This design comes from an exercise in tuning for small area on the open sky130 flow, not from production work. The RTL was checked by simulation tests, not by an equivalence proof against the original design.

Setup of job 6866:
==> flow/design.v (excerpt) <==
module	lininterp #(
		parameter	INW   = 28,
				OWID  = 28,
				MPREC = 28,
				CTRBITS = 32
	) (
		input	wire			i_clk,
		input	wire			i_reset,
		input	wire			i_ce,
		input	wire	[(CTRBITS-1):0]	i_step,
		input	wire	[(INW-1):0]	i_data,
		output	wire			o_ce,
		output	wire	[(OWID-1):0]	o_data
	);
Size: about 2700 cells after synthesis, ~210 flip-flops, ~92 I/O pins, roughly 26000 um2 of cells after synthesis.
export LEC_CHECK = 0
export ABC_AREA = 1
export CAP_MARGIN = 20
export CORE_MARGIN = 2
export CORE_UTILIZATION = 65
export CTS_BUF_LIST = sky130_fd_sc_hd__clkbuf_8
export CTS_CLUSTER_DIAMETER = 100
export CTS_CLUSTER_SIZE = 12
export PLACE_DENSITY = 0.75
export SLEW_MARGIN = 20
export SYNTH_HIERARCHICAL = 1
export SYNTH_MINIMUM_KEEP_SIZE = 0
create_clock -name core_clock -period 10.0 [get_ports {i_clk}]
run.sh (not shown) runs the stock make flow with config.mk's settings and CLKGATE_MAP_FILE= SYNTH_SCRIPT=/design/flow/synth_recipe.tcl, a recipe that flattens the netlist after the stock synthesis.
Job 6866 did not stop at any stage, and its layout met the timing, design-rule and antenna checks.
Here is what was changed in the inputs of job 3448 compared with job 6866.
- removing CTS_CLUSTER_DIAMETER (formerly 100)
- removing CTS_BUF_LIST (formerly sky130_fd_sc_hd__clkbuf_8)
- removing CTS_CLUSTER_SIZE (formerly 12)
==> flow/flow/run.sh (new file) <==
#!/bin/bash
# Layout flow: the standard flow (standard.sh: the standard synthesis and
# ORFS steps, unchanged), run with these settings:
#  - the input and output port buffers use the smallest buffer cell,
#    sky130_fd_sc_hd__buf_1 (every port still gets its own buffer);
#  - synthesis buffers are removed at floorplan, and placement is not
#    timing driven, so no buffers are kept from virtual repair runs;
#  - clock tree: clkbuf_8 buffers, sink clusters of up to 12, and no
#    dummy loads.
set -euo pipefail
export BUFFER_PORTS_ARGS="-buffer_cell sky130_fd_sc_hd__buf_1"

export CTS_ARGS="-sink_clustering_enable -repair_clock_nets -sink_clustering_size 12 -sink_clustering_max_diameter 100 -buf_list sky130_fd_sc_hd__clkbuf_8 -dont_use_dummy_load"
bash standard.sh finish > standard_flow.log 2>&1
==> flow/standard.sh (new file) <==
#!/bin/bash
# synth_recipe.tcl (not shown) runs the flow's synth.tcl, then flattens the netlist and writes it again
# the make line also repeats each setting of config.mk as NAME=value (left out here)
make -C /OpenROAD-flow-scripts/flow DESIGN_CONFIG=/design/flow/config.mk WORK_HOME=/design/flow/orfs CLKGATE_MAP_FILE= SYNTH_SCRIPT=/design/flow/synth_recipe.tcl "${@:-finish}"
removed: flow/run.sh
[summary]
Result for job 3448 and job 6866: all clean
Job 3448 vs. job 6866: clock slew seen by the registers of the worst setup and hold paths held steady; global-route met3 utilization grew by 1.9 points; wire length on met3 grew by 740 um.
The run showing the greater design area is job 6866.
Between job 3448 and job 6866, the difference in worst-skew pair later-pin latency is negligible.
Measured against each other, job 3448 and job 6866 differ in non-clock buffer count, the lower figure coming from job 6866.
Against job 6866 as the reference, job 3448 delivers a lower setup slack of the critical path after layout.
Between job 6866 and job 3448, the endpoint required time on the critical path figures differ only marginally.
Per the comparison of job 3448 with job 6866, number of logic stages on the critical path including buffering decreased by about 18% relative to the old numbers; amount of wire on met2 after detailed routing shows an increase of 1.9%; share of the clock period used by the worst path now sits higher.
Here is what was changed in the inputs of job 1833 compared with job 3448.
- putting CTS_BUF_LIST at sky130_fd_sc_hd__clkbuf_8 where nothing was set
- putting CTS_CLUSTER_DIAMETER at 100 where nothing was set
- putting CTS_CLUSTER_SIZE at 12 where nothing was set
==> flow/flow/run.sh <==
#!/bin/bash
# Layout flow: the standard flow (standard.sh, unchanged synthesis and
# steps), except that the input and output port buffers are made from the
# smallest buffer cell, sky130_fd_sc_hd__buf_1, instead of the cell that
# buffer_ports picks by default. Every port still gets its own buffer.
set -euo pipefail
export BUFFER_PORTS_ARGS="-buffer_cell sky130_fd_sc_hd__buf_1"
bash standard.sh finish > standard_flow.log 2>&1
--- outcome ---
As far as overall die area is concerned, job 1833 and job 3448 perform about the same.
Reported for job 3448 and job 1833, non-clock buffer count turned out identical to the last digit.

========
lininterp, a different RTL version from the one above (not shown whole).
Size in the first run: ~2500 cells after synthesis, roughly 210 flip-flops, about 92 I/O pins, about 26000 um2 of cells after synthesis.
==> flow/config.mk <==
export PLATFORM = sky130hd
export DESIGN_NAME = lininterp
export DESIGN_NICKNAME = lininterp
export VERILOG_FILES = /design/flow/design.v
export SDC_FILE = /design/flow/constraint.sdc
export NUM_CORES = 4
export LEC_CHECK = 0
export ABC_AREA = 1
export CAP_MARGIN = 5
export CORE_MARGIN = 2
export CORE_UTILIZATION = 65
export PLACE_DENSITY = 0.75
export SLEW_MARGIN = 5
export SYNTH_HIERARCHICAL = 1
export SYNTH_MINIMUM_KEEP_SIZE = 0
==> flow/constraint.sdc <==
create_clock -name core_clock -period 10.0 [get_ports {i_clk}]
set_input_delay 2.0000 -clock core_clock [delete_from_list [all_inputs] [get_ports {i_clk}]]
set_output_delay 2.0000 -clock core_clock [all_outputs]
set_load 0.01 [all_outputs]
standard.sh (not shown) runs the stock make flow with config.mk's settings and CLKGATE_MAP_FILE= SYNTH_SCRIPT=/design/flow/synth_recipe.tcl, a recipe that flattens the netlist after the stock synthesis.
==> flow/flow/run.sh <==
#!/bin/bash
set -euo pipefail
export BUFFER_PORTS_ARGS="-buffer_cell sky130_fd_sc_hd__buf_1"
export CTS_ARGS="-sink_clustering_enable -repair_clock_nets -sink_clustering_size 12 -sink_clustering_max_diameter 100 -buf_list sky130_fd_sc_hd__clkbuf_8 -dont_use_dummy_load"
bash standard.sh finish > standard_flow.log 2>&1
Change:
==> flow/flow/run.sh (replaced) <==
#!/bin/bash
set -euo pipefail
export BUFFER_PORTS_ARGS="-buffer_cell sky130_fd_sc_hd__buf_1"
export CTS_ARGS="-sink_clustering_enable -repair_clock_nets -sink_clustering_size 14 -sink_clustering_max_diameter 100 -buf_list {sky130_fd_sc_hd__clkbuf_4 sky130_fd_sc_hd__clkbuf_8} -dont_use_dummy_load"
bash standard.sh finish > standard_flow.log 2>&1
Effect: Synthesized cell count stays the same; design area barely changes; synthesized area is unchanged; setup slack gets worse by 0.015 ns; critical path depth stays the same.

afterwards: timing with drivers on the ports:
The results above use ideal ports. As a check the final layouts listed here were re-extracted and re-timed, cells and wires unchanged. Step 1, drivers: a clkbuf_16 drives i_clk and a buf_2 each remaining input, both assumed. Step 2, shift: input delay + t, output delay - t, t = (earliest + latest rising clock arrival at the registers) / 2. This alone moves slack from input paths to output paths. Slacks: no drivers / after step 1 / after step 2; pairs: no drivers / after step 1.
| run | t (ns) | setup slack, ns | hold WS [ns] | clock arrival spread, ns | worst register clock-pin slew, ns |
|---|---|---|---|---|---|
| job 6866 | 0.631 | 1.311 / 1.311 / 1.311 | 0.403 / 0.403 / 0.403 | 0.032 / 0.032 | 0.10 / 0.10 |
| job 3448 | 0.620 | 1.242 / 1.242 / 1.242 | 0.387 / 0.387 / 0.387 | 0.066 / 0.066 | 0.09 / 0.09 |
| job 1833 | 0.646 | 1.219 / 1.219 / 1.219 | 0.406 / 0.406 / 0.406 | 0.022 / 0.022 | 0.10 / 0.10 |
| the first run of note 2 | 0.609 | 1.347 / 1.347 / 1.347 | 0.401 / 0.401 / 0.401 | 0.046 / 0.046 | 0.09 / 0.09 |
| the second run of note 2 | 0.625 | 1.332 / 1.332 / 1.332 | 0.404 / 0.404 / 0.404 | 0.043 / 0.043 | 0.10 / 0.10 |
After both steps setup and hold are still met in every run listed.
